This is an optimization exercise on Yosys and OpenROAD, whose aim is small area, not a production implementation.
The RTL was checked by simulation tests, not by an equivalence proof against the original design.
The clock port is modelled as an ideal driver, which makes a skipped or thinned clock tree look cheaper than it is; a real chip needs a root buffer or a tree.
Power is estimated from default activity; no workload was simulated.

==> flow/design.v <==
`timescale 1ns / 1ps
module dragonbridge_top(
		input wire clk,
		input wire rst_n,
		output wire[2:0] led,
		input wire rxd,
		output wire txd,
		output wire cs_n,
		output wire sck,
		output wire mosi,
		input wire miso,
		input wire i2c_sda_i,
		output wire i2c_sda_o,
		output wire i2c_scl_o
	);
	reg rst_s;
	reg rst;
	always @(posedge clk)
	begin
		rst_s <= ~rst_n;
		rst <= rst_s;
	end
	localparam[4:0] S_IDLE    = 5'h00;
	localparam[4:0] A_TEST    = 5'h01;
	localparam[4:0] A_BAUDH   = 5'h02;
	localparam[4:0] A_SPISPD  = 5'h03;
	localparam[4:0] A_SPIMODE = 5'h04;
	localparam[4:0] A_CS      = 5'h05;
	localparam[4:0] A_SPIGET  = 5'h06;
	localparam[4:0] A_I2CH    = 5'h07;
	localparam[4:0] I_DLY2S   = 5'h08;	 
	localparam[4:0] I_DLY2P   = 5'h09;
	localparam[4:0] A_WRGET   = 5'h0A;
	localparam[4:0] I_DLY2R   = 5'h0B;
	localparam[4:0] A_HACK    = 5'h0C;
	localparam[4:0] S_DLY     = 5'h0D;	 
	localparam[4:0] A_BAUDL   = 5'h10;
	localparam[4:0] A_I2CL    = 5'h11;
	localparam[4:0] S_SRQ     = 5'h12;	 
	localparam[4:0] S_SGT     = 5'h13;	 
	localparam[4:0] S_TXST    = 5'h14;	 
	localparam[4:0] S_TXW     = 5'h15;	 
	localparam[4:0] S_RDY     = 5'h16;	 
	localparam[4:0] I_DLY1    = 5'h17;
	localparam[4:0] I_FLAG    = 5'h18;	 
	localparam[4:0] I_CLK     = 5'h19;	 
	localparam[4:0] I_ACT     = 5'h1A;	 
	reg[4:0] st;
	reg[1:0] op;	 
	reg[8:0] udiv;	 
	reg bhi;
	reg[7:0] sdiv;
	reg cpol;
	reg cpha;
	reg cs_r;
	reg[15:0] idiv;
	reg hack;
	reg rx_s;
	reg rx_act;
	reg[8:0] rx_tmr;
	reg[9:0] rx_fr;
	wire rx_time = (rx_tmr == udiv);
	wire rdy = ~rx_fr[0] & ~rx_act;
	wire[7:0] rb = rx_fr[8:1];
	always @(posedge clk)
	begin
		rx_s <= rxd;
		if(rst)
			rx_act <= 1'b0;
		else if(~rx_fr[0] & rx_act)
			rx_act <= 1'b0;
		else if(~rx_s)
			rx_act <= 1'b1;
		if(~rx_act)
			rx_tmr <= {1'b0, udiv[8:1]};
		else if(rx_time)
			rx_tmr <= 9'd0;
		else
			rx_tmr <= rx_tmr + 9'd1;
		if(rst | ~rx_act)
			rx_fr <= 10'h3FF;
		else if(rx_time)
			rx_fr <= {rx_s, rx_fr[9:1]};
	end
	reg[8:0] D;	 
	reg[8:0] T;	 
	reg[3:0] C;	 
	reg txd_r;
	reg ack;
	reg sck_r;
	reg mosi_r;
	reg scl_r;
	reg sda_r;
	reg[15:0] cnt;
	wire p1 = (cnt == 16'd0);
	wire p2 = (cnt == {1'b0, idiv[15:1]});
	wire clk_act = (st == I_CLK) | (st == I_ACT);
	wire t_udiv = (T == udiv);
	wire t_sdiv = (T[7:0] == sdiv);
	wire pulse = (T[7:0] == 8'd0);
	wire c15 = (C == 4'hF);
	wire spi_last = (st == S_SGT) & pulse & c15;
	wire i_p1h = p1 & scl_r;
	wire i_p1l = p1 & ~scl_r;
	assign led = {cs_n, txd, rxd};
	assign txd = txd_r;
	assign cs_n = cs_r;
	assign sck = sck_r;
	assign mosi = mosi_r;
	assign i2c_sda_o = sda_r;
	assign i2c_scl_o = scl_r;
	always @(posedge clk)
	begin
		if(rst)
			cnt <= 16'd0;
		else if(cnt == idiv)
			cnt <= 16'd0;
		else
			cnt <= cnt + 16'd1;
		if(rst)
			scl_r <= 1'b1;
		else if(clk_act & p2)
			scl_r <= ~scl_r;
		if(rst)
			sda_r <= 1'b1;
		else if(((st == I_FLAG) | (st == I_CLK)) & ~op[1] & i_p1l)
			sda_r <= ~op[0];
		else if((st == I_CLK) & i_p1h)
			sda_r <= op[0];
		else if((st == I_ACT) & i_p1l)
			sda_r <= D[8];
		if((st == I_ACT) & i_p1h & c15)
			ack <= i2c_sda_i;
		case(st)
			S_SRQ, S_SGT: T <= (spi_last | t_sdiv) ? 9'd0 : T + 9'd1;
			S_TXW: T <= t_udiv ? 9'd0 : T + 9'd1;
			default: T <= 9'd0;
		endcase
		if(st == S_SRQ)
			C <= 4'd0;
		else if(st == S_SGT)
		begin
			if(pulse & ~c15)
				C <= C + 4'd1;
		end
		else if((st == I_FLAG) & op[1] & i_p1h)
			C <= 4'd6;
		else if((st == I_ACT) & i_p1l)
			C <= C + 4'd1;
		case(st)
			S_IDLE: if(rdy)
			begin
				if(rb == 8'h0B)
					D <= {~hack, 8'hFF};
				else
					D <= {8'h80, ~ack};
			end
			A_TEST, A_SPIGET, A_WRGET: if(rdy) D <= {1'b1, rb};
			S_SGT: if(pulse & C[0]) D <= {D[7:0], miso};
			I_FLAG: if(op[1] & i_p1h) D <= {D[7:0], D[8]};
			I_ACT: if(i_p1h)
			begin
				if(c15)
					D[8] <= 1'b1;
				else if(C != 4'd6)
					D <= {D[7:0], i2c_sda_i};
			end
			S_TXST: D[8] <= 1'b1;
			S_TXW: if(t_udiv) D <= {1'b0, D[8:1]};
			default: ;
		endcase
		if(rst)
			txd_r <= 1'b1;
		else if(st == S_TXST)
			txd_r <= 1'b0;
		else if((st == S_TXW) & t_udiv)
			txd_r <= D[0] | (D == 9'd0);
		if((st == A_BAUDH) & rdy)
			bhi <= rb[0];
		if(rst)
			st <= S_IDLE;
		else case(st)
			S_IDLE: if(rdy)
			begin
				op <= rb[1:0];
				st <= ((rb[7:4] == 4'h0) && (rb[3:1] != 3'b111)) ? {1'b0, rb[3:0]} : S_IDLE;
			end
			A_TEST: if(rdy) st <= S_TXST;
			A_BAUDH: if(rdy) st <= A_BAUDL;
			A_SPISPD, A_SPIMODE, A_CS, A_HACK, A_BAUDL, A_I2CL: if(rdy) st <= S_IDLE;
			A_SPIGET: if(rdy) st <= S_SRQ;
			A_I2CH: if(rdy) st <= A_I2CL;
			A_WRGET: if(rdy) st <= I_DLY1;
			I_DLY2S, I_DLY2P, I_DLY2R: st <= I_DLY1;
			S_DLY: st <= S_TXST;
			S_SRQ: st <= S_SGT;
			S_SGT: if(spi_last) st <= S_DLY;
			S_TXST: st <= S_TXW;
			S_TXW: if(t_udiv & (D == 9'd0)) st <= S_RDY;
			S_RDY: st <= S_IDLE;
			I_DLY1: st <= I_FLAG;
			I_FLAG: if(i_p1h) st <= op[1] ? I_ACT : I_CLK;
			I_CLK: if(i_p1h) st <= S_RDY;
			I_ACT: if(i_p1h & c15) st <= op[0] ? S_DLY : S_RDY;
			default: st <= S_IDLE;
		endcase
	end
	always @(posedge clk or posedge rst)
	begin
		if(rst)
		begin
			sck_r <= 1'b0;
			mosi_r <= 1'b0;
		end
		else
		begin
			if(st != S_SGT)
				sck_r <= cpol;
			else if(pulse)
				sck_r <= c15 ? cpol : ~sck_r;
			if((st == S_SRQ) & ~cpha)
				mosi_r <= D[7];
			else if((st == S_SGT) & pulse & ~c15)
			begin
				if(cpha & ~C[0])
					mosi_r <= D[7];
				else if(~cpha & C[0])
					mosi_r <= D[6];
			end
		end
	end
	always @(posedge clk or posedge rst)
	begin
		if(rst)
		begin
			udiv <= 9'd433;
			sdiv <= 8'h00;
			cpol <= 1'b0;
			cpha <= 1'b0;
			cs_r <= 1'b0;
			idiv <= 16'h0000;
			hack <= 1'b0;
		end
		else if(rdy)
		begin
			case(st)
				A_BAUDL: udiv <= {bhi, rb};
				A_SPISPD: sdiv <= rb;
				A_SPIMODE:
				begin
					cpha <= rb[0];
					cpol <= rb[1];
				end
				A_CS: cs_r <= rb[0];
				A_I2CH: idiv[15:8] <= rb;
				A_I2CL: idiv[7:0] <= rb;
				A_HACK: hack <= rb[0];
				default: ;
			endcase
		end
	end
endmodule
Settings: LEC_CHECK=0, CAP_MARGIN=20, CORE_MARGIN=2, CORE_UTILIZATION=40, CTS_BUF_LIST=sky130_fd_sc_hd__clkbuf_8, CTS_CLUSTER_DIAMETER=100, CTS_CLUSTER_SIZE=30, PLACE_DENSITY=0.6, SLEW_MARGIN=20; clock period 10.0 ns.
run.sh (not shown) runs the stock make flow with config.mk's settings and CLKGATE_MAP_FILE= SYNTH_SCRIPT=/design/flow/synth_recipe.tcl, a recipe that flattens the netlist after the stock synthesis.
Change:
- CTS_BUF_LIST: sky130_fd_sc_hd__clkbuf_8 -> default
- CTS_CLUSTER_DIAMETER: 100 -> default
- CTS_CLUSTER_SIZE: 30 -> default
Worst setup slack does not change. Count of clock-buffer cells in the layout stays the same. Via count goes up by 0.58%. Register-to-register slack is about the same. Clock skew is lower by 0.0038 ns.
Change:
- ABC_AREA: default -> 1
The new run passed the timing, DRC and antenna checks; clock skew is higher by 0.0077 ns; power is higher by 0.77%; sequential power is higher by about 1%; setup slack improved by 0.0079 ns; maximum frequency is about the same; worst hold slack hardly moves; first-iteration DRC count is lower by 12%; routed wire length is higher by 2.9%; synthesized area is higher by 2.5%.


dragonbridge_top, a different RTL version from the one above (not shown whole).
For scale: roughly 530 cells after synthesis, roughly 110 flip-flops, ~14 I/O pins, about 0.0049 mm^2 of cells after synthesis.
export LEC_CHECK = 0
export CAP_MARGIN = 0
export CORE_MARGIN = 2
export CORE_UTILIZATION = 60
export GPL_TIMING_DRIVEN = 0
export PLACE_DENSITY = 0.75
export SLEW_MARGIN = 0
create_clock -name core_clock -period 10.0 [get_ports {clk}]
standard.sh (not shown) runs the stock make flow with config.mk's settings and CLKGATE_MAP_FILE= SYNTH_SCRIPT=/design/flow/synth_recipe.tcl, a recipe that flattens the netlist after the stock synthesis.
==> flow/flow/run.sh <==
#!/bin/bash
# Own layout flow. It runs the standard flow (standard.sh) with three changes:
#  - synthesis: synth_recipe.tcl unchanged, except that Yosys's final ABC technology
#    mapping (after the registers are mapped, so the registers are the standard
#    synthesis's) is run with each of the area-oriented scripts flow/abc_*.script,
#    and the smallest result is kept;
#  - port buffers: every input and output port still gets a buffer, but a buf_1;
#  - clock tree: built by flow/my_cts.tcl (the PRE_CTS_TCL hook) instead of TritonCTS:
#    the clock port drives four buf_12 cells, each driving a quarter of the flip-flops.
# Each tool's full log stays in orfs/logs/...; make's own output goes to flow_make.log.
set -o pipefail
HERE=$(pwd)
export MY_ABC_SCRIPTS="$(ls $HERE/flow/abc_*.script | tr '\n' ' ')"
cat > $HERE/my_synth.tcl <<'EOT'
proc abc {args} {
  set i [lsearch $args -script]
  if {$i < 0} { yosys abc {*}$args; return }
  set libargs ""
  foreach lib $::env(LIB_FILES) { append libargs "-liberty $lib " }
  yosys design -save pre_abc
  set besta 1e18
  set bestsc ""
  foreach sc $::env(MY_ABC_SCRIPTS) {
    yosys design -load pre_abc
    set a $args
    lset a [expr {$i+1}] $sc
    yosys abc {*}$a
    set txt [yosys tee -q -s result.string stat {*}$libargs]
    if {[regexp {Chip area for module[^:]*:\s*([0-9.]+)} $txt -> area]} {
      puts "MYABC $sc area $area"
      if {$area < $besta} { set besta $area; set bestsc $sc; yosys design -save best_abc }
    }
  }
  puts "MYABC best $bestsc $besta"
  yosys design -load best_abc
}
EOT
cat $HERE/synth_recipe.tcl >> $HERE/my_synth.tcl
export MY_CLK_BUF=sky130_fd_sc_hd__buf_12 MY_CLK_NX=2 MY_CLK_NY=2
bash standard.sh "SYNTH_SCRIPT=$HERE/my_synth.tcl" "PRE_CTS_TCL=$HERE/flow/my_cts.tcl" "BUFFER_PORTS_ARGS=-buffer_cell sky130_fd_sc_hd__buf_1" finish > $HERE/flow_make.log 2>&1
Other scripts of this flow, unchanged in this note and not shown: flow/flow/abc_1.script, flow/flow/my_cts.tcl
The starting point passed the timing, DRC and antenna checks.
Change:
- CAP_MARGIN: 0 -> 20
- CORE_UTILIZATION: 60 -> 70
- GPL_TIMING_DRIVEN: 0 -> unset
- PLACE_DENSITY: 0.75 -> 0.85
- SLEW_MARGIN: 0 -> 20
The changed run completed without violations.
Power came out higher slightly.
Synthesized area does not change.
Clock skew hardly moves.
Worst setup slack improves by 85 ps.
Design area came out lower slightly.
Core utilization came out higher by 9.6 points.
Die area came out lower by roughly a tenth.
Via count came out higher by a few percent.
Change:
- CORE_UTILIZATION: 70 -> 60
- GPL_TIMING_DRIVEN: unset -> 0
- PLACE_DENSITY: 0.85 -> 0.75
After rerunning:
- The new run passed the timing, DRC and antenna checks
- design area is higher by 0.86%
- die area is higher by 16%
- wire length is lower by 7.0%
Change:
==> flow/flow/abc_0.script (new file) <==
strash
ifraig
dc2
strash
dch -f
map -a
mfs2
strash
dc2
dch -f
map -a
mfs2
strash
dch -f
&get -n
&nf -R 1000 -p -a -F 8 -A 4
&put
topo
==> flow/flow/abc_2.script (new file) <==
strash
&get -n
&deepsyn -T 40 -S 2
&put
dch -f
map -a
mfs2
strash
dc2
dch -f
map -a
mfs2
strash
dch -f
&get -n
&nf -R 1000 -p -a -F 8 -A 4
&put
topo
==> flow/flow/abc_3.script (new file) <==
strash
&get -n
&deepsyn -T 40 -S 3
&put
dch -f
map -a
mfs2
strash
dc2
dch -f
map -a
mfs2
strash
dch -f
&get -n
&nf -R 1000 -p -a -F 8 -A 4
&put
topo
==> flow/flow/abc_4.script (new file) <==
strash
&get -n
&deepsyn -T 40 -S 4
&put
dch -f
map -a
mfs2
strash
dc2
dch -f
map -a
mfs2
strash
dch -f
&get -n
&nf -R 1000 -p -a -F 8 -A 4
&put
topo
==> flow/flow/abc_5.script (new file) <==
strash
&get -n
&deepsyn -T 40 -S 5
&put
dch -f
map -a
mfs2
strash
dc2
dch -f
map -a
mfs2
strash
dch -f
&get -n
&nf -R 1000 -p -a -F 8 -A 4
&put
topo
==> flow/flow/abc_6.script (new file) <==
strash
&get -n
&deepsyn -T 40 -S 6
&put
dch -f
map -a
mfs2
strash
dc2
dch -f
map -a
mfs2
strash
dch -f
&get -n
&nf -R 1000 -p -a -F 8 -A 4
&put
topo
==> flow/flow/abc_7.script (new file) <==
strash
&get -n
&deepsyn -T 40 -S 7
&put
dch -f
map -a
mfs2
strash
dc2
dch -f
map -a
mfs2
strash
dch -f
&get -n
&nf -R 1000 -p -a -F 8 -A 4
&put
topo
==> flow/flow/abc_8.script (new file) <==
strash
&get -n
&deepsyn -T 40 -S 8
&put
dch -f
map -a
mfs2
strash
dc2
dch -f
map -a
mfs2
strash
dch -f
&get -n
&nf -R 1000 -p -a -F 8 -A 4
&put
topo
- GPL_TIMING_DRIVEN: 0 -> unset
After rerunning:
- core utilization went down by 0.11 points
- final area barely changes
- setup slack improves by 87 ps
- clock skew hardly moves
- power went up by 0.57%
- via count went up by about 0.6%
- global-route usage went up by 1.0 points
- wire length went up by about 4%
In every run of this note, the design's own scripts or RTL, not TritonCTS, make the clock network.

-- what the ideal ports hide --
The flow's constraints put no driver on any port. The routed layouts listed below were extracted and timed again, unchanged, in two steps. Step 1 assumes that a clkbuf_16 drives the clock port and a buf_2 every other input. Step 2 also shifts input and output timing later by t, the mid clock arrival at the registers, as if the neighbouring blocks saw the same clock. Slacks: no drivers / after step 1 / after step 2; pairs: no drivers / after step 1.
run | t, ns | setup WS [ns] | worst register clock-pin slew, ns
the first run of note 1 | 0.432 | 4.995 / 4.974 / 4.974 | 0.11 / 0.11
the second run of note 1 | 0.395 | 4.995 / 4.974 / 4.974 | 0.08 / 0.08
the third run of note 1 | 0.393 | 5.003 / 4.980 / 4.980 | 0.08 / 0.08
the first run of note 2 | 0.222 | 5.677 / 5.653 / 5.653 | 0.11 / 0.11
the second run of note 2 | 0.221 | 5.761 / 5.739 / 5.739 | 0.11 / 0.11
the third run of note 2 | 0.212 | 5.676 / 5.652 / 5.652 | 0.11 / 0.11
the fourth run of note 2 | 0.223 | 5.763 / 5.742 / 5.742 | 0.11 / 0.11
After both steps setup and hold are still met in every run listed.
